This is an optimization exercise on Yosys and OpenROAD, whose aim is small area, not a production implementation.
RTL that was checked went through simulation tests only; none was proved equivalent to the original.
No functional check of the RTL was part of run 3.
Power and IR drop assume default switching activity.

File: flow/run.sh
#!/bin/bash
# Standard layout, with two changes: port buffers use the smallest buffer,
# and clock tree synthesis gets explicit clustering and no dummy loads.
set -euo pipefail
export BUFFER_PORTS_ARGS="-buffer_cell sky130_fd_sc_hd__buf_1"
export CTS_ARGS="-sink_clustering_enable -repair_clock_nets -sink_clustering_size 12 -sink_clustering_max_diameter 35 -buf_list sky130_fd_sc_hd__clkbuf_4 -dont_use_dummy_load"

bash standard.sh finish > standard.log 2>&1
File: standard.sh
#!/bin/bash
# synth_recipe.tcl (not shown) runs the flow's synth.tcl, then flattens the netlist and writes it again
# the make line also repeats each setting of config.mk as NAME=value (left out here)
make -C /OpenROAD-flow-scripts/flow DESIGN_CONFIG=/design/flow/config.mk WORK_HOME=/design/flow/orfs CLKGATE_MAP_FILE= SYNTH_SCRIPT=/design/flow/synth_recipe.tcl "${@:-finish}"
File: config.mk
export PLATFORM = sky130hd
export DESIGN_NAME = conv_window
export DESIGN_NICKNAME = conv_window
export VERILOG_FILES = /design/flow/design.v
export SDC_FILE = /design/flow/constraint.sdc
export NUM_CORES = 8
export LEC_CHECK = 0
export CAP_MARGIN = 10
export CORE_MARGIN = 2
export CORE_UTILIZATION = 70
export SLEW_MARGIN = 10
File: constraint.sdc
create_clock -name core_clock -period 7.0 [get_ports {clk}]
set_input_delay 1.4000 -clock core_clock [delete_from_list [all_inputs] [get_ports {clk}]]
set_output_delay 1.4000 -clock core_clock [all_outputs]
set_load 0.01 [all_outputs]
File: design.v
`timescale 1ns / 1ps
module line_buffer #(
    parameter DATA_WIDTH = 16,
    parameter IMG_WIDTH  = 64,
    parameter RING       = 8
)(
    input  wire                  clk,
    input  wire                  shift,
    input  wire                  rotate,
    input  wire [DATA_WIDTH-1:0] ring_in,
    output wire [DATA_WIDTH-1:0] w00, w01, w02,
    output wire [DATA_WIDTH-1:0] w10, w11, w12,
    output wire [DATA_WIDTH-1:0] w20, w21, w22
);
    localparam DEPTH = 2*IMG_WIDTH + 2;
    reg [DATA_WIDTH-1:0] last;     
    function automatic integer ring_len(input integer start);
        integer d;
        begin
            ring_len = 1;
            for (d = 1; d <= RING; d = d + 1)
                if (RING % d == 0 && d <= DEPTH - start)
                    ring_len = d;
        end
    endfunction
    function automatic integer ring_first(input integer k);
        integer s;
        begin
            ring_first = 0;
            for (s = 0; s <= k; s = s + ring_len(s))
                ring_first = s;
        end
    endfunction
    function automatic integer ring_last(input integer k);
        ring_last = ring_first(k) + ring_len(ring_first(k)) - 1;
    endfunction
    genvar k;
    generate
        for (k = 0; k < DEPTH; k = k + 1) begin : pos
            localparam integer FIRST = ring_first(k);
            localparam integer LAST  = ring_last(k);
            reg [DATA_WIDTH-1:0] sr;
            if (k == 0) begin : head0
                always @(posedge clk)
                    sr <= ({DATA_WIDTH{shift}}  & ring_in)
                        | ({DATA_WIDTH{rotate}} & pos[LAST].sr);
            end else if (k == FIRST) begin : head
                always @(posedge clk)
                    sr <= ({DATA_WIDTH{shift}}  & pos[k-1].sr)
                        | ({DATA_WIDTH{rotate}} & pos[LAST].sr);
            end else begin : body
                always @(posedge clk)
                    sr <= pos[k-1].sr;
            end
        end
    endgenerate
    always @(posedge clk)
        last <= pos[DEPTH-1].sr;
    assign w22 = pos[0].sr;
    assign w21 = pos[1].sr;
    assign w20 = pos[2].sr;
    assign w12 = pos[IMG_WIDTH].sr;
    assign w11 = pos[IMG_WIDTH+1].sr;
    assign w10 = pos[IMG_WIDTH+2].sr;
    assign w02 = pos[2*IMG_WIDTH].sr;
    assign w01 = pos[2*IMG_WIDTH+1].sr;
    assign w00 = last;
endmodule
`timescale 1ns / 1ps
module sliding_window #(
    parameter DATA_WIDTH = 16,
    parameter IMG_WIDTH  = 64,
    parameter RING       = 8
)(
    input  wire                  clk,
    input  wire                  rst_n,
    input  wire [DATA_WIDTH-1:0] pixel_in,
    input  wire                  valid_in,
    output wire                  shift,
    output wire                  rotate,
    output reg  [DATA_WIDTH-1:0] ring_in,
    output reg                   valid_out
);
    localparam DLY   = RING - 1;
    localparam FIRST = 2*IMG_WIDTH + 2;       
    localparam RW    = $clog2(RING);
    reg [DATA_WIDTH-1:0] dly [0:DLY-1];
    reg [DLY-1:0]        pend;
    reg [RW-1:0]         rot;
    reg [RW-1:0]         rot_b;                
    reg [7:0]            cnt;                  
    wire                 full = (cnt == FIRST);
    reg          any_pend;
    reg [DLY-1:0] take;                        
    integer j;
    always @(*) begin
        any_pend = 1'b0;
        take     = {DLY{1'b0}};
        ring_in  = pixel_in;
        for (j = 0; j < DLY; j = j + 1)
            if (pend[j]) begin
                any_pend = 1'b1;
                take     = {DLY{1'b0}};
                take[j]  = 1'b1;
                ring_in  = dly[j];
            end
    end
    wire   avail  = any_pend || valid_in;
    assign shift  = (rot == 0) && avail;
    assign rotate = (rot_b != 0) || !avail;   
    wire   take_in = shift && !any_pend;       
    always @(posedge clk) begin
        dly[0] <= pixel_in;
        for (j = 1; j < DLY; j = j + 1)
            dly[j] <= dly[j-1];
    end
    always @(posedge clk or negedge rst_n) begin
        if (!rst_n) begin
            pend      <= 0;
            rot       <= 0;
            rot_b     <= 0;
            cnt       <= 0;
            valid_out <= 0;
        end else begin
            pend[0] <= valid_in && !take_in;
            for (j = 1; j < DLY; j = j + 1)
                pend[j] <= pend[j-1] && !(shift && take[j-1]);
            if (!shift)
                rot <= (rot == RING-1) ? {RW{1'b0}} : rot + 1'b1;
            if (rotate)
                rot_b <= (rot_b == RING-1) ? {RW{1'b0}} : rot_b + 1'b1;
            if (shift && !full)
                cnt <= cnt + 1'b1;
            valid_out <= shift && full;
        end
    end
endmodule
`timescale 1ns / 1ps
module conv_window #(
    parameter DATA_WIDTH = 16,
    parameter IMG_WIDTH  = 64
)(
    input  wire                  clk,
    input  wire                  rst_n,
    input  wire [DATA_WIDTH-1:0] pixel_in,
    input  wire                  valid_in,
    output wire [DATA_WIDTH-1:0] w00, w01, w02,
    output wire [DATA_WIDTH-1:0] w10, w11, w12,
    output wire [DATA_WIDTH-1:0] w20, w21, w22,
    output wire                  valid_out
);
    localparam RING = 6;
    wire                  shift, rotate;
    wire [DATA_WIDTH-1:0] ring_in;
    sliding_window #(
        .DATA_WIDTH(DATA_WIDTH),
        .IMG_WIDTH (IMG_WIDTH),
        .RING      (RING)
    ) u_sw (
        .clk      (clk),
        .rst_n    (rst_n),
        .pixel_in (pixel_in),
        .valid_in (valid_in),
        .shift    (shift),
        .rotate   (rotate),
        .ring_in  (ring_in),
        .valid_out(valid_out)
    );
    line_buffer #(
        .DATA_WIDTH(DATA_WIDTH),
        .IMG_WIDTH (IMG_WIDTH),
        .RING      (RING)
    ) u_lb (
        .clk      (clk),
        .shift    (shift),
        .rotate   (rotate),
        .ring_in  (ring_in),
        .w00(w00), .w01(w01), .w02(w02),
        .w10(w10), .w11(w11), .w12(w12),
        .w20(w20), .w21(w21), .w22(w22)
    );
endmodule
==> reports/results.ini, run 1 <==
[status]
run_status = timing/DRC/antenna clean

[pwr]
p_sw_uw = 4922
p_comb_share_pct = 7.8
p_clk_share_pct = 23.3
p_per_area_nw_per_um2 = 391.7
total_power_uw = 20270
worst_ir_drop_vdd_uv = 626.6
internal_power_uw = 15340
power_frac_seq_pct = 68.9
p_leak_uw = 0.02067
p_sw_share_pct = 24.29

[clocking]
worst_skew_pair.late_latency_ns = 1.04
cts_resized = 0
cts_tree = done
path_clk_slew_ns = 0.12
numCtsBuffers = 211
cts_hold_buf = 0
cts-root-buf = clkbuf_4
clk_path_buf_depth = 3
h-tree-depth = 4
postCtsSetupBuffers = 0
cts.sinks = 2196

[global_route]
grt_first_pass_wirelength_um = 110100
grtUsageTotal_pct = 19.26
grt_max_degree = 216
grt_pass1_vias = 21460
antenna_found_initial = 2
grt_overflow = 0

[sta]
final_max_slew_viol_count = 0
fin_crit_sh_pct = 46.80
rsz0062_at_grt = false
tightest_slew_ns = 1.200
slew-limit-headroom_pct = 20.01
setup_viol = 0
finalCriticalPeriod_ns = 3.276
hold_viol_final = 0
worst_slack_ns = 3.724
fmax_mhz = 305.2
fin_worst_skew_ns = 0.07457
setup_tns_ns = 0

[critical_path]
cp.depth = 5
arrival_ns = 4.21
path_cells = nor3_2 -> a21boi_4 -> buf_4 -> buf_4 -> a22o_1
worstSetupStartpoint = u_sw.pend[3]$_DFF_PN0_
r2r-start = u_sw.pend[3]$_DFF_PN0_
r2r_cells = 5
crit_path_max_fanout = 77
crit_top_cell = buf_4
cp-end-kind = flip-flop
max_stage_delay_ns = 1.14
required_ns = 7.93
start_kind = flip-flop
path_class = flip-flop to flip-flop
cp_slowest_cell = dfrtp_1
rrSetupSlack_ns = 3.72
crit_buf_inv = 2
path_delay_family = buffers and inverters

[floorplanning]
core_area_um2 = 68830
ios = 164
rows = 96
start_util_pct = 70.82
die_w_um = 267.9
dieArea_um2 = 71760
fp.dieH_um = 267.9

[yosys]
synth_cells = 2812
synth_top_area_share_pct = 89.37
synth_seq_cells = 2196
synth_top_area_cell = dfxtp_1
synth_async_sr_flop_share_pct = 0.9107
ys_types = 42
synth_ff_type = dfxtp_1
avgSynthCellArea_um2 = 17.33
synth_warnings = 3
synth_edf_count = 0
syn_nets = 2833
synth_seq_area_share_pct = 90.39
ys_top_cells_by_count = dfxtp_1 (2176), a22o_1 (367), buf_2 (42)
synth_area_um2 = 48750
yosysMostFrequentCell = dfxtp_1
ys_top_cells_by_area = dfxtp_1 (89%), a22o_1 (6.6%), dfrtp_1 (1.0%), buf_2 (0.43%), mux2i_1 (0.37%)

[place]
hpwlAfterDp_um = 36810
routabilityCongestion = 0.7577
dp_slack_ns = 3.355
dpl_cell_area_um2 = 50150
port_buffers = 163

[layout]
drive_above_1_share_pct = 7.389
post-route-cell-area_um2 = 51740
fill_cells = 4236
area_growth_pct = 6.145
fin_nets = 3122
seq_area_um2 = 44060
multi_input_area_um2 = 4194

[route]
wl_per_cell_um = 16.69
firstDrtPassIters = 4
via_count = 20020
viasPerCell = 4.965
ant_nets = 0
wl_um = 67320
initialDrtViolationCount = 801
drc_errors = 0

[min_path]
min-delay-start = u_lb.pos[20].sr[5]$_DFF_P_
hp-class = flip-flop to flip-flop
min_path_cells = 0

[run]
maxCapViolations = 0

[sequential cells by signal, indices dropped and copies added, names as in the netlist]
register        flops
u_lb.pos.sr      2080
u_sw.dly           80
u_lb.last          16
u_sw.cnt            8
u_sw.pend           5
u_sw.rot            3
u_sw.rot_b          3
u_sw.valid_out      1
[area by class of cell]
type                    instances  share of cell area (%)
diodes                          3                 0.01451
repair buffers                171                   1.371
flip-flops and latches       2196                   85.16
inverters                       5                 0.03627
well taps                     931                   2.251
multi-input cells             516                   8.106
clock buffers                 211                   3.061
[path summary, 6_finish.rpt]
| path | endpoint |
|---|---|
| max in group asynchronous | u_sw.cnt[6]$_DFFE_PN0P_ |
| worst min-delay path | u_lb.pos[21].sr[5]$_DFF_P_ |
| worst max-delay path | u_lb.pos[12].sr[6]$_DFF_P_ |
| min in group asynchronous | u_sw.pend[3]$_DFF_PN0_ |
| worst max register to register | u_lb.pos[12].sr[6]$_DFF_P_ |
| worst min register to register | u_lb.pos[21].sr[5]$_DFF_P_ |
[power groups by stage]
stage / registers, uW / clock network (uW) / logic, uW
after global placement: 14200 / 0 / 1590
after detailed placement: 14300 / 0 / 1600
after global routing: 14100 / 5390 / 1730
after CTS: 14000 / 4910 / 1610
final: 14000 / 4710 / 1590
after floorplan: 14100 / 0 / 1150
[cell usage in the layout, fill, tap and decap left out, types with 4 or more instances in the layout]
cell type,netlist,layout
dfxtp_1,2176,2176
a22o_1,367,367
clkbuf_4,0,211
buf_1,10,163
nand2_1,35,35
dfrtp_1,20,20
mux2i_1,18,18
o21ai_0,17,17
o22ai_1,15,15
a31o_1,11,11
nor2_1,6,6
xnor2_1,6,6
buf_4,13,5
nand2b_1,4,4
inv_1,4,4
a31o_2,4,4
nand4_1,4,4
[routing by layer]
metal	vias up	routed length [um]	part of all wire (%)	GRT usage (%)
met1	9667	31450	47	25.26
met4	0	1556	2.3	8.063
li1	9946	-	-	-
met2	277	32220	48	31.55
met5	-	0	0	0
met3	132	2096	3.1	3.913
[per-stage QoR]
step                utilization (%)  hold WS (ns)  std cells
floorplan                         -        0.3096       2812
global placement              72.86        0.3098       3819
detailed placement            72.86        0.3121       3819
CTS                           75.17        0.2575       4030
global route                  75.18        0.2782       4033
finish                        75.18        0.2797       4033
[logic make-up (layout without fill, tap and decap cells)]
logic type      Yosys count  after routing  share of synthesized area (%)
xor+xnor                  7              7                         0.1258
buf+inv                 100            387                          1.040
compound gates          425            425                          7.400
fa+ha+maj                 2              2                        0.05133
flops                  2196           2196                          90.39
mux                      19             19                         0.3927
simple gates             63             63                         0.5981
other cells               0              3                              0
==> run 2: changes to the inputs <==
==> flow/run.sh (replaced) <==
#!/bin/bash
# Standard layout, with two changes: port buffers use the smallest buffer,
# and clock tree synthesis gets explicit clustering and no dummy loads.
set -euo pipefail
export BUFFER_PORTS_ARGS="-buffer_cell sky130_fd_sc_hd__buf_1"
export CTS_ARGS="-sink_clustering_enable -repair_clock_nets -sink_clustering_size 11 -sink_clustering_max_diameter 35 -buf_list sky130_fd_sc_hd__clkbuf_4 -dont_use_dummy_load"

bash standard.sh finish > standard.log 2>&1
--- a/config.mk
+++ b/config.mk
@@ -5,7 +5,7 @@
 export SDC_FILE = /design/flow/constraint.sdc
 export NUM_CORES = 8
 export LEC_CHECK = 0
-export CAP_MARGIN = 10
+export CAP_MARGIN = 30
 export CORE_MARGIN = 2
 export CORE_UTILIZATION = 70
-export SLEW_MARGIN = 10
+export SLEW_MARGIN = 30
==> reports/results.ini, run 2 <==
[yosys]
synth_ff_type = dfxtp_1
synth_cells = 2812  ; unchanged
ys_top_cells_by_count = dfxtp_1 (2176), a22o_1 (367), buf_2 (42)
synth_async_sr_flop_share_pct = 0.9107  ; unchanged
synth_edf_count = 0  ; unchanged
synth_seq_area_share_pct = 90.39  ; unchanged
synth_area_um2 = 48750  ; unchanged
syn_nets = 2833  ; unchanged
synth_seq_cells = 2196  ; unchanged
synth_warnings = 3  ; unchanged
ys_types = 42  ; unchanged
synth_top_area_share_pct = 89.37  ; unchanged
synth_top_area_cell = dfxtp_1
ys_top_cells_by_area = dfxtp_1 (89%), a22o_1 (6.6%), dfrtp_1 (1.0%), buf_2 (0.43%), mux2i_1 (0.37%)
yosysMostFrequentCell = dfxtp_1
avgSynthCellArea_um2 = 17.33  ; unchanged

[sta]
finalCriticalPeriod_ns = 3.077  ; -0.1990 ns
tightest_slew_ns = 0.9050  ; -0.2948 ns
slew-limit-headroom_pct = 39.66  ; +20 points
setup_tns_ns = 0  ; unchanged
setup_viol = 0  ; unchanged
fin_crit_sh_pct = 43.96  ; -2.8 points
final_max_slew_viol_count = 0  ; unchanged
rsz0062_at_grt = false
fin_worst_skew_ns = 0.07831  ; +0.003735 ns
whs_ns = 0.2612  ; -0.01849 ns
fmax_mhz = 325.0  ; +6.5%
hold_viol_final = 0  ; unchanged

[layout]
top_register = u_lb.pos.sr
fill_cells = 4252  ; +0.38%
multi_input_area_um2 = 4194  ; unchanged
layout_commonest_cell = dfxtp_1
fin_cells = 4044  ; +0.27%
drive_above_1_share_pct = 7.843  ; +0.45 points
top_regs = u_lb.pos.sr (2080), u_sw.dly (80), u_lb.last (16)
largest_register_ffs = 2080  ; unchanged
seq_area_um2 = 44060  ; about the same
mostFrequentLayoutCells = dfxtp_1 (2176), a22o_1 (367), clkbuf_4 (222)
fin_nets = 3134  ; +0.38%
area_growth_pct = 6.381

[critical_path]
start_kind = flip-flop
path_cells = buf_1
max_stage_delay_ns = 0.46  ; -0.68 ns
path_delay_family = flip-flops
crit_path_max_fanout = 3  ; -96%
crit_buf_inv = 1  ; -1
path_class = flip-flop to primary output
cp-end-kind = primary output
arrival_ns = 1.68  ; -2.53 ns
cp_slowest_cell = dfxtp_1
required_ns = 5.60  ; -2.33 ns

[clocking]
worst_skew_pair.late_latency_ns = 1.00  ; -0.04 ns
h-tree-depth = 4  ; unchanged
cts-root-buf = clkbuf_4
cts_tree = done
cts_hold_buf = 0  ; unchanged
path_clk_slew_ns = 0.10  ; -0.02 ns
postCtsSetupBuffers = 0  ; unchanged
clk_path_buf_depth = 3  ; unchanged
cts_resized = 0  ; unchanged
numCtsBuffers = 222  ; +5.2%
cts.sinks = 2196  ; unchanged

[floorplanning]
rows = 96  ; unchanged
fp.dieH_um = 267.9  ; unchanged
die_w_um = 267.9  ; unchanged
start_util_pct = 70.82  ; unchanged
ios = 164  ; unchanged
dieArea_um2 = 71760  ; unchanged
core_area_um2 = 68830  ; unchanged

[global_route]
grt_overflow = 0  ; unchanged
antenna_found_initial = 2  ; unchanged
grtUsageTotal_pct = 19.32  ; +0.068 points
grt_first_pass_wirelength_um = 110600  ; +0.44%
grt_pass1_vias = 21650  ; +0.89%
grt_max_degree = 152  ; -30%

[run]
maxCapViolations = 0  ; unchanged

[pwr]
total_power_uw = 20390  ; +0.64%
p_leak_uw = 0.02074  ; +0.32%
p_per_area_nw_per_um2 = 393.3  ; +0.41%
worst_ir_drop_vdd_uv = 529.8  ; -15%

[route]
viasPerCell = 4.989  ; +0.50%
firstDrtPassIters = 5  ; +1
wl_per_cell_um = 16.74  ; +0.26%
wl_um = 67690  ; +0.54%
drc_errors = 0  ; unchanged
initialDrtViolationCount = 799  ; -0.25%
via_count = 20180  ; +0.77%
ant_nets = 0  ; unchanged

[place]
hpwlAfterDp_um = 37000  ; +0.52%
placed_cells = 3820  ; +0.026%
port_buffers = 163  ; unchanged
routabilityCongestion = 0.7577  ; unchanged

[status]
run_status = timing/DRC/antenna clean

[min_path]
hp-class = flip-flop to flip-flop

-- run 2: cell count changes in the layout (fill, tap and decap cells not counted) --
cell	delta
buf_2	+1
buf_6	+1
dfrtp_2	+2
clkbuf_4	+11
buf_1	-1
buf_16	+1
diode_2	-1
buf_4	-1
dfrtp_1	-2
-- run 2: layer usage --
layer,track usage [%],part of all wire (%),up-vias
li1,-,-,9932
met4,8.757,2.7,0
met1,25.07,47,9850
met2,31.56,48,264
met5,0,0,-
met3,4.059,3.0,130
-- run 2: final timing paths --
| check | from | to | depth (start not counted) | slack [ns] |
|---|---|---|---|---|
| worst min register to register | u_lb.pos[27].sr[9]$_DFF_P_ | u_lb.pos[28].sr[9]$_DFF_P_ | 0 | 0.26 |
| min in group asynchronous | rst_n | u_sw.valid_out$_DFF_PN0_ | 1 | 0.33 |
| worst max-delay path | u_lb.pos[65].sr[3]$_DFF_P_ | w11[3] | 1 | 3.92 |
| worst max register to register | u_sw.pend[0]$_DFF_PN0_ | u_lb.pos[24].sr[8]$_DFF_P_ | 5 | 4.05 |
| worst min-delay path | u_lb.pos[27].sr[9]$_DFF_P_ | u_lb.pos[28].sr[9]$_DFF_P_ | 0 | 0.26 |
| max in group asynchronous | rst_n | u_sw.cnt[2]$_DFFE_PN0P_ | 1 | 6.31 |
-- run 2: final cells by class --
type / instances / area share, %
diodes: 2 / 0.009651
repair buffers: 172 / 1.431
multi-input cells: 516 / 8.088
flip-flops and latches: 2196 / 84.98
clock buffers: 222 / 3.214
well taps: 931 / 2.246
inverters: 5 / 0.03619
-- run 2: power breakdown --
part | leakage [uW] | switching, uW | internal, uW | total [uW]
Clock | 0.00102 | 3360 | 1460 | 4810
Combinational | 0.00184 | 1160 | 458 | 1620
Sequential | 0.0179 | 450 | 13500 | 14000
-- run 2: cells by family after synthesis --
logic type,share of synthesized area [%]
simple gates,0.5981
compound gates,7.400
fa+ha+maj,0.05133
mux,0.3927
xor+xnor,0.1258
buf+inv,1.040
flops,90.39
-- run 2: per-stage QoR --
step | utilization [%] | area, um^2 | worst slack, ns
2_1_floorplan | - | 48750 | 4.358
3_3_place_gp | 72.86 | 50150 | 3.331
3_5_place_dp | 72.91 | 50180 | 3.360
4_1_cts | 75.34 | 51850 | 3.767
5_1_grt | 75.34 | 51860 | 3.779
6_report | 75.34 | 51860 | 3.923
==> run 3: changes to the inputs <==
--- a/design.v
+++ b/design.v
@@ -83,11 +83,13 @@
 );
     localparam DLY   = RING - 1;
     localparam FIRST = 2*IMG_WIDTH + 2;       
-    localparam RW    = $clog2(RING);
+    localparam JW    = RING / 2;              
     reg [DATA_WIDTH-1:0] dly [0:DLY-1];
     reg [DLY-1:0]        pend;
-    reg [RW-1:0]         rot;
-    reg [RW-1:0]         rot_b;                
+    reg [JW-1:0]         rot;
+    reg [JW-1:0]         rot_b;                
+    wire                 rot_0   = !rot[JW-1]   && !rot[0];
+    wire                 rot_b_0 = !rot_b[JW-1] && !rot_b[0];
     reg [7:0]            cnt;                  
     wire                 full = (cnt == FIRST);
     reg          any_pend;
@@ -106,8 +108,8 @@
             end
     end
     wire   avail  = any_pend || valid_in;
-    assign shift  = (rot == 0) && avail;
-    assign rotate = (rot_b != 0) || !avail;   
+    assign shift  = rot_0 && avail;
+    assign rotate = !rot_b_0 || !avail;       
     wire   take_in = shift && !any_pend;       
     always @(posedge clk) begin
         dly[0] <= pixel_in;
@@ -126,9 +128,9 @@
             for (j = 1; j < DLY; j = j + 1)
                 pend[j] <= pend[j-1] && !(shift && take[j-1]);
             if (!shift)
-                rot <= (rot == RING-1) ? {RW{1'b0}} : rot + 1'b1;
+                rot <= {rot[JW-2:0], !rot[JW-1]};
             if (rotate)
-                rot_b <= (rot_b == RING-1) ? {RW{1'b0}} : rot_b + 1'b1;
+                rot_b <= {rot_b[JW-2:0], !rot_b[JW-1]};
             if (shift && !full)
                 cnt <= cnt + 1'b1;
             valid_out <= shift && full;
==> flow/run.sh (replaced) <==
#!/bin/bash
# Standard layout, with two changes: port buffers use the smallest buffer,
# and clock tree synthesis gets explicit clustering and no dummy loads.
set -euo pipefail
export BUFFER_PORTS_ARGS="-buffer_cell sky130_fd_sc_hd__buf_1"
export CTS_ARGS="-sink_clustering_enable -repair_clock_nets -sink_clustering_size 12 -sink_clustering_max_diameter 35 -buf_list sky130_fd_sc_hd__clkbuf_4 -dont_use_dummy_load"

bash standard.sh finish > standard.log 2>&1
==> reports/results.ini, run 3 <==
[status]
run_status = timing/DRC/antenna clean

[critical_path]
crit_buf_inv = 2  ; +1
path_class = flip-flop to flip-flop
cp-end-kind = flip-flop
start_kind = flip-flop
path_delay_family = simple AND/OR/NAND/NOR gates
path_cells = or4_4 -> nor3_4 -> or3_4 -> buf_16 -> buf_4 -> a22o_1
cp.depth = 6  ; +5
cp_slowest_cell = buf_4
required_ns = 7.91  ; +2.31 ns
r2r_cells = 6  ; +1
max_stage_delay_ns = 0.71  ; +0.25 ns
crit_path_max_fanout = 71  ; +68
arrival_ns = 4.31  ; +2.63 ns

[global_route]
grt_max_degree = 148  ; -2.6%
grt_overflow = 0  ; unchanged
grtUsageTotal_pct = 18.79  ; -0.54 points
grt_first_pass_wirelength_um = 110500  ; about the same
grt_pass1_vias = 21440  ; -0.97%
antenna_found_initial = 2  ; unchanged

[sta]
final_max_slew_viol_count = 0  ; unchanged
hold_viol_final = 0  ; unchanged
worst_slack_ns = 3.604  ; -0.3187 ns
rsz0062_at_grt = false
setup_viol = 0  ; unchanged
setup_tns_ns = 0  ; unchanged
slew-limit-headroom_pct = 44.68  ; +5.0 points
fin_crit_sh_pct = 48.51  ; +4.6 points
finalCriticalPeriod_ns = 3.396  ; +0.3187 ns
fmax_mhz = 294.5  ; -9.4%
tightest_slew_ns = 0.8298  ; -0.07528 ns
fin_worst_skew_ns = 0.07549  ; -0.002813 ns

[yosys]
synth_top_family_by_area = compound AO/OA/AOI/OAI gates
synth_area_um2 = 49210  ; +0.95%
synthMuxAreaShare_pct = 0.7119  ; +0.32 points
synth_edf_count = 0  ; unchanged
synth_compound_area_share_pct = 7.178  ; -0.22 points
ys_types = 36  ; -14%
ys_top_cells_by_area = dfxtp_1 (89%), a22o_1 (6.3%), buf_6 (1.5%), dfrtp_1 (1.0%), mux2_2 (0.37%)
synthAdderAreaFrac_pct = 0.05085  ; -0.00048 points
avgSynthCellArea_um2 = 17.65  ; +1.8%
syn_nets = 2809  ; -0.85%
synth_cells = 2788  ; -0.85%
synth_seq_area_share_pct = 89.54  ; -0.85 points
synth_ff_type = dfxtp_1
ys_top_cells_by_count = dfxtp_1 (2176), a22o_1 (352), buf_6 (67)
synth_warnings = 3  ; unchanged
yosysMostFrequentCell = dfxtp_1
synth_top_area_share_pct = 88.53  ; -0.84 points
synth_async_sr_flop_share_pct = 0.9107  ; unchanged
synth_xor_area_share_pct = 0.1246  ; -0.0012 points
synthSimpleGateAreaFrac_pct = 0.5187  ; -0.079 points
synth_seq_cells = 2196  ; unchanged
synth_top_area_cell = dfxtp_1

[min_path]
hp-class = flip-flop to flip-flop
min_path_cells = 0  ; unchanged

[pwr]
p_sw_uw = 5375  ; +8.3%
p_sw_share_pct = 25.04  ; +0.70 points
power_frac_seq_pct = 68.3  ; -0.2 points
p_leak_uw = 0.02073  ; about the same
p_clk_share_pct = 22.0  ; -1.6 points
worst_ir_drop_vdd_uv = 417.2  ; -21%
p_per_area_nw_per_um2 = 414.0  ; +5.3%
internal_power_uw = 16090  ; +4.2%
p_comb_share_pct = 9.8  ; +1.9 points

[floorplanning]
start_util_pct = 70.51  ; -0.31 points
die_w_um = 269.1  ; +0.47%
rows = 97  ; +1.0%
fp.dieH_um = 269.1  ; +0.47%
dieArea_um2 = 72430  ; +0.94%
core_area_um2 = 69790  ; +1.4%
ios = 164  ; unchanged

[route]
wl_um = 66740  ; -1.4%
via_count = 19970  ; -1.0%
drc_errors = 0  ; unchanged
firstDrtPassIters = 4  ; -1
viasPerCell = 4.971  ; -0.36%
initialDrtViolationCount = 898  ; +12%
wl_per_cell_um = 16.61  ; -0.76%
ant_nets = 0  ; unchanged

[layout]
area_growth_pct = 5.329
fin_nets = 3098  ; -1.1%
drive_above_1_share_pct = 7.935  ; +0.092 points
fill_cells = 4331  ; +1.9%
mostFrequentLayoutCells = dfxtp_1 (2176), a22o_1 (352), clkbuf_4 (211)
largest_register_ffs = 2080  ; unchanged
top_register = u_lb.pos.sr
layout_commonest_cell = dfxtp_1
top_regs = u_lb.pos.sr (2080), u_sw.dly (80), u_lb.last (16)

[clocking]
numCtsBuffers = 211  ; -5.0%
worst_skew_pair.late_latency_ns = 1.04  ; +0.04 ns
path_clk_slew_ns = 0.11  ; about the same
h-tree-depth = 4  ; unchanged
cts_tree = done
postCtsSetupBuffers = 0  ; unchanged
cts_resized = 0  ; unchanged
cts_hold_buf = 0  ; unchanged
cts.sinks = 2196  ; unchanged
cts-root-buf = clkbuf_4
clk_path_buf_depth = 3  ; unchanged

[place]
hpwlAfterDp_um = 36290  ; -1.9%
routabilityCongestion = 0.7358  ; -2.9%
port_buffers = 163  ; unchanged
dp_slack_ns = 3.133  ; -0.2270 ns

[run]
maxCapViolations = 0  ; unchanged

[run 3: cell count changes after synthesis, sizes merged, moves of 15 or more]
cell,delta
a32o,+16
nand2,-33
a22o,-15
mux2,+15
buf,+15
a221oi,+15
a31o,-15
o22ai,-15
[run 3: through the flow]
step                util, %  instances  area (um^2)  hold slack (ns)  total power [uW]
global placement      71.95       3803        50210           0.3098             16970
global route          74.27       4018        51830           0.2218             22510
CTS                   74.22       4014        51790           0.1635             21720
finish                74.27       4018        51830           0.2630             21460
detailed placement    71.95       3803        50210           0.3121             17040
floorplan                 -       2788        49210           0.3096             16630
[run 3: cells by family after synthesis]
group                      count (synthesis)
AOI/OAI and AO/OA                        408
buffers and inverters                    100
DFF                                     2196
adders and majority gates                  2
xor gates and xnor gates                   7
muxes                                     33
and+or+nand+nor                           42
[run 3: power by group through the flow]
stage | clock network (uW) | registers (uW) | logic [uW]
final | 4710 | 14700 | 2090
after global routing | 5400 | 14800 | 2290
after CTS | 4910 | 14700 | 2110
after detailed placement | 0 | 14900 | 2100
after global placement | 0 | 14900 | 2080
after floorplan | 0 | 14700 | 1920
[run 3: path summary, 6_finish.rpt]
| check | start | to | slack, ns |
|---|---|---|---|
| worst max-delay path | u_sw.pend[0]$_DFF_PN0_ | u_lb.pos[36].sr[7]$_DFF_P_ | 3.60 |
| min in group asynchronous | rst_n | u_sw.pend[2]$_DFF_PN0_ | 0.31 |
| worst min-delay path | u_lb.pos[99].sr[9]$_DFF_P_ | u_lb.pos[100].sr[9]$_DFF_P_ | 0.26 |
| worst max register to register | u_sw.pend[0]$_DFF_PN0_ | u_lb.pos[36].sr[7]$_DFF_P_ | 3.60 |
| worst min register to register | u_lb.pos[99].sr[9]$_DFF_P_ | u_lb.pos[100].sr[9]$_DFF_P_ | 0.26 |
| max in group asynchronous | rst_n | u_sw.rot_b[0]$_DFFE_PN0N_ | 6.33 |
[run 3: worst register-to-register path: cells and delay by family (launching register included)]
kind | cells | cell delay (ns)
simple gates | 3 | 1.26
buf+inv | 2 | 1.04
flops | 1 | 0.69
compound gates | 1 | 0.30
[run 3: cell type report]
cell class	instances	area (um^2)	area share, %
flip-flops and latches	2196	44060	85.01
multi-input cells	492	4230	8.162
clock buffers	211	1584	3.056
well taps	940	1176	2.269
repair buffers	173	758.2	1.463
inverters	3	11.26	0.02173
diodes	3	7.507	0.01448
[run 3: metal layers]
metal  global-route usage [%]  part of all wire [%]  wire length, um
met1                    24.81                    46            31030
met2                    30.23                    47            31580
met3                    3.981                   3.4             2260
met4                    8.350                   2.8             1867
met5                        0                     0                0
==> run 4: changes to the inputs <==
--- a/design.v
+++ b/design.v
@@ -83,34 +83,38 @@
 );
     localparam DLY   = RING - 1;
     localparam FIRST = 2*IMG_WIDTH + 2;       
-    localparam JW    = RING / 2;              
+    localparam RW    = $clog2(RING);
     reg [DATA_WIDTH-1:0] dly [0:DLY-1];
     reg [DLY-1:0]        pend;
-    reg [JW-1:0]         rot;
-    reg [JW-1:0]         rot_b;                
-    wire                 rot_0   = !rot[JW-1]   && !rot[0];
-    wire                 rot_b_0 = !rot_b[JW-1] && !rot_b[0];
+    reg [RW-1:0]         rot;
+    reg [RW-1:0]         rot_b;                
     reg [7:0]            cnt;                  
     wire                 full = (cnt == FIRST);
-    reg          any_pend;
-    reg [DLY-1:0] take;                        
+    reg  [DLY-1:0] sel;
+    reg            none;
+    wire           any_pend = !none;
     integer j;
     always @(*) begin
-        any_pend = 1'b0;
-        take     = {DLY{1'b0}};
-        ring_in  = pixel_in;
+        ring_in = {DATA_WIDTH{none}} & pixel_in;
         for (j = 0; j < DLY; j = j + 1)
-            if (pend[j]) begin
-                any_pend = 1'b1;
-                take     = {DLY{1'b0}};
-                take[j]  = 1'b1;
-                ring_in  = dly[j];
+            ring_in = ring_in | ({DATA_WIDTH{sel[j]}} & dly[j]);
+    end
+    wire   avail  = any_pend || valid_in;
+    assign shift  = (rot == 0) && avail;
+    assign rotate = (rot_b != 0) || !avail;   
+    wire   take_in = shift && !any_pend;       
+    reg [DLY-1:0] pend_nx, sel_nx;
+    always @(*) begin
+        pend_nx[0] = valid_in && !take_in;
+        for (j = 1; j < DLY; j = j + 1)
+            pend_nx[j] = pend[j-1] && !(shift && sel[j-1]);
+        sel_nx = {DLY{1'b0}};
+        for (j = 0; j < DLY; j = j + 1)
+            if (pend_nx[j]) begin
+                sel_nx    = {DLY{1'b0}};
+                sel_nx[j] = 1'b1;
             end
     end
-    wire   avail  = any_pend || valid_in;
-    assign shift  = rot_0 && avail;
-    assign rotate = !rot_b_0 || !avail;       
-    wire   take_in = shift && !any_pend;       
     always @(posedge clk) begin
         dly[0] <= pixel_in;
         for (j = 1; j < DLY; j = j + 1)
@@ -119,18 +123,20 @@
     always @(posedge clk or negedge rst_n) begin
         if (!rst_n) begin
             pend      <= 0;
+            sel       <= 0;
+            none      <= 1'b1;
             rot       <= 0;
             rot_b     <= 0;
             cnt       <= 0;
             valid_out <= 0;
         end else begin
-            pend[0] <= valid_in && !take_in;
-            for (j = 1; j < DLY; j = j + 1)
-                pend[j] <= pend[j-1] && !(shift && take[j-1]);
+            pend <= pend_nx;
+            sel  <= sel_nx;
+            none <= !(|pend_nx);
             if (!shift)
-                rot <= {rot[JW-2:0], !rot[JW-1]};
+                rot <= (rot == RING-1) ? {RW{1'b0}} : rot + 1'b1;
             if (rotate)
-                rot_b <= {rot_b[JW-2:0], !rot_b[JW-1]};
+                rot_b <= (rot_b == RING-1) ? {RW{1'b0}} : rot_b + 1'b1;
             if (shift && !full)
                 cnt <= cnt + 1'b1;
             valid_out <= shift && full;
==> reports/results.ini, run 4 <==
[yosys]
synth_top_area_cell = dfxtp_1
yosysMostFrequentCell = dfxtp_1
ys_top_cells_by_count = dfxtp_1 (2176), a22o_1 (368), buf_2 (79)
synth_seq_cells = 2201  ; +0.23%
synth_warnings = 3  ; unchanged
synth_async_sr_flop_share_pct = 1.136  ; +0.23 points
synth_seq_area_share_pct = 90.75  ; +1.2 points
ys_top_cells_by_area = dfxtp_1 (89%), a22o_1 (6.6%), dfrtp_1 (1.2%), buf_2 (0.81%), a22oi_1 (0.74%)
syn_nets = 2808  ; -0.036%
synth_top_area_share_pct = 89.46  ; +0.94 points
avgSynthCellArea_um2 = 17.47  ; -1.0%
synth_edf_count = 0  ; unchanged
ys_types = 33  ; -8.3%
synth_cells = 2787  ; -0.036%
synth_area_um2 = 48690  ; -1.0%
synth_ff_type = dfxtp_1

[sta]
fin_crit_sh_pct = 45.91  ; -2.6 points
hold_viol_final = 0  ; unchanged
finalCriticalPeriod_ns = 3.214  ; -0.1822 ns
slew-limit-headroom_pct = 34.53  ; -10 points
worst_slack_ns = 3.786  ; +0.1822 ns
setup_viol = 0  ; unchanged
setup_tns_ns = 0  ; unchanged
rsz0062_at_grt = false
fmax_mhz = 311.2  ; +5.7%
fin_worst_skew_ns = 0.08965  ; +0.01415 ns
final_max_slew_viol_count = 0  ; unchanged
tightest_slew_ns = 0.9820  ; +0.1522 ns

[route]
firstDrtPassIters = 5  ; +1
drc_errors = 0  ; unchanged
wl_per_cell_um = 17.09  ; +2.9%
initialDrtViolationCount = 1024  ; +14%
ant_nets = 0  ; unchanged
wl_um = 68510  ; +2.6%
via_count = 20040  ; +0.33%
viasPerCell = 4.999  ; +0.56%

[critical_path]
arrival_ns = 4.15  ; -0.16 ns
rrSetupSlack_ns = 3.79  ; +0.18 ns
r2r_cells = 6  ; unchanged
path_class = flip-flop to flip-flop
start_kind = flip-flop
rr_endpoint = u_lb.pos[12].sr[8]$_DFF_P_
required_ns = 7.93  ; +0.02 ns
r2r-start = u_sw.none$_DFF_PN1_
crit_path_max_fanout = 149  ; +110%
worstSetupStartpoint = u_sw.none$_DFF_PN1_
cp-end-kind = flip-flop

[clocking]
clk_path_buf_depth = 3  ; unchanged
cts_hold_buf = 0  ; unchanged
cts.sinks = 2201  ; +0.23%
worst_skew_pair.late_latency_ns = 1.06  ; +0.02 ns
path_clk_slew_ns = 0.12  ; about the same
cts_tree = done
h-tree-depth = 4  ; unchanged
cts-root-buf = clkbuf_4
numCtsBuffers = 211  ; unchanged
cts_resized = 0  ; unchanged
postCtsSetupBuffers = 0  ; unchanged

[global_route]
grt_pass1_vias = 20980  ; -2.1%
grt_overflow = 0  ; unchanged
grtUsageTotal_pct = 19.51  ; +0.72 points
grt_max_degree = 172  ; +16%
antenna_found_initial = 2  ; unchanged
grt_first_pass_wirelength_um = 110700  ; +0.16%

[floorplanning]
dieArea_um2 = 71690  ; -1.0%
ios = 164  ; unchanged
core_area_um2 = 68710  ; -1.5%
start_util_pct = 70.87  ; +0.36 points
rows = 96  ; -1.0%
die_w_um = 267.7  ; -0.52%
fp.dieH_um = 267.7  ; -0.52%

[layout]
area_growth_pct = 6.247
largest_register_ffs = 2080  ; unchanged
mostFrequentLayoutCells = dfxtp_1 (2176), a22o_1 (368), clkbuf_4 (211)
top_regs = u_lb.pos.sr (2080), u_sw.dly (80), u_lb.last (16)
top_register = u_lb.pos.sr
drive_above_1_share_pct = 7.296  ; -0.64 points
layout_commonest_cell = dfxtp_1
fin_nets = 3093  ; -0.16%

[pwr]
internal_power_uw = 15540  ; -3.4%
p_sw_share_pct = 24.24  ; -0.80 points
worst_ir_drop_vdd_uv = 327.9  ; -21%
total_power_uw = 20510  ; -4.4%
p_per_area_nw_per_um2 = 396.5  ; -4.2%
p_clk_share_pct = 23.0  ; +1.0 points
p_sw_uw = 4972  ; -7.5%
p_comb_share_pct = 7.6  ; -2.2 points
p_leak_uw = 0.02066  ; -0.32%
power_frac_seq_pct = 69.4  ; +1.1 points

[place]
hpwlAfterDp_um = 37120  ; +2.3%
routabilityCongestion = 0.7619  ; +3.5%
port_buffers = 163  ; unchanged
dp_slack_ns = 3.072  ; -0.06087 ns

[status]
run_status = timing/DRC/antenna clean

[run]
maxCapViolations = 0  ; unchanged

[min_path]
hp-class = flip-flop to flip-flop
min_to = u_lb.pos[59].sr[8]$_DFF_P_
min_path_cells = 0  ; unchanged
min-delay-start = u_lb.pos[58].sr[8]$_DFF_P_

==> run 4: logic make-up after synthesis <==
group,count (synthesis),synth area share [%]
flip-flops,2201,90.75
multiplexers,3,0.06424
XOR/XNOR,7,0.1259
buffers and inverters,103,0.9970
AND/OR/NAND/NOR,47,0.5371
adder cells (fa/ha/maj),2,0.05138
AO/OA/AOI/OAI,424,7.475
==> run 4: cell type report <==
class / instances / area [um^2]
flip-flops and latches: 2201 / 44190
diodes: 8 / 20.02
well taps: 931 / 1165
clock buffers: 211 / 1584
repair buffers: 169 / 728.2
inverters: 6 / 22.52
multi-input cells: 483 / 4026
fillers: 4242 / 16970
==> run 4: per-layer routing <==
layer	vias to the layer above	track usage, %	part of all wire (%)
met5	-	0	0
met4	0	8.335	2.5
met3	138	4.179	3.4
met2	329	30.03	47
met1	9705	27.13	48
li1	9868	-	-
==> run 4: critical path, cell delays in order, from the launching register on <==
cell and delay (ns):
dfstp_2 0.80, nor2b_1 0.56, nor3_2 0.13, nand2b_4 0.31, buf_16 0.29, buf_12 0.56, a22o_1 0.24
==> run 4: power groups by stage <==
| stage | combinational (uW) | clock (uW) | sequential [uW] |
|---|---|---|---|
| after floorplan | 1100 | 0 | 14300 |
| after global placement | 1540 | 0 | 14500 |
| after detailed placement | 1550 | 0 | 14500 |
| after CTS | 1560 | 4900 | 14300 |
| after global routing | 1690 | 5380 | 14400 |
| final | 1550 | 4720 | 14200 |
==> run 4: worst max path at each step <==
stage	end	slack, ns	cells past startpoint
4_1_cts	u_lb.pos[6].sr[10]$_DFF_P_	3.67	5
5_1_grt	u_lb.pos[84].sr[2]$_DFF_P_	3.56	6
2_1_floorplan	u_lb.pos[0].sr[14]$_DFF_P_	4.48	8
6_report	u_lb.pos[12].sr[8]$_DFF_P_	3.79	6
3_3_place_gp	u_lb.pos[24].sr[11]$_DFF_P_	3.10	6
3_5_place_dp	u_lb.pos[114].sr[3]$_DFF_P_	3.07	6
==> run 4: per-stage QoR <==
stage                     area, um^2  utilization [%]  hold WS (ns)  std cells
after floorplan                48690                -        0.3096       2787
after global placement         50100            72.92        0.3095       3789
after detailed placement       50100            72.92        0.3121       3789
after CTS                      51690            75.23        0.2190       4000
after global routing           51730            75.30        0.2333       4009
final                          51730            75.30        0.2485       4009

[port drivers added, routing unchanged]
Ports are ideal in the flow. The routed layouts listed here were re-timed in OpenROAD. Step 1 sets driving cells, clkbuf_16 on the clock port and buf_2 on the other inputs (assumed; they add their load-dependent delay and slew). Step 2, shift: input delay + t, output delay - t, t = (earliest + latest rising clock arrival at the registers) / 2. This alone moves slack from input paths to output paths. Three values: ideal ports, drivers, drivers and shift; two values: the first two.
run	t, ns	setup WS [ns]	hold slack, ns	worst setup path after step 2	cell pins on the clock port's net
run 1	1.056	3.724 / 3.724 / 3.370	0.280 / 0.280 / 0.280	input to register	1
run 2	1.046	3.923 / 3.859 / 3.326	0.261 / 0.261 / 0.261	input to register	1
run 3	1.058	3.604 / 3.604 / 3.383	0.263 / 0.263 / 0.263	input to register	1
run 4	1.075	3.786 / 3.786 / 3.163	0.249 / 0.249 / 0.249	input to register	1
After both steps setup and hold are still met in every run listed. The setup slack of run 4, which loses most, moves by 0.000 ns with the drivers and by -0.623 ns with both steps.
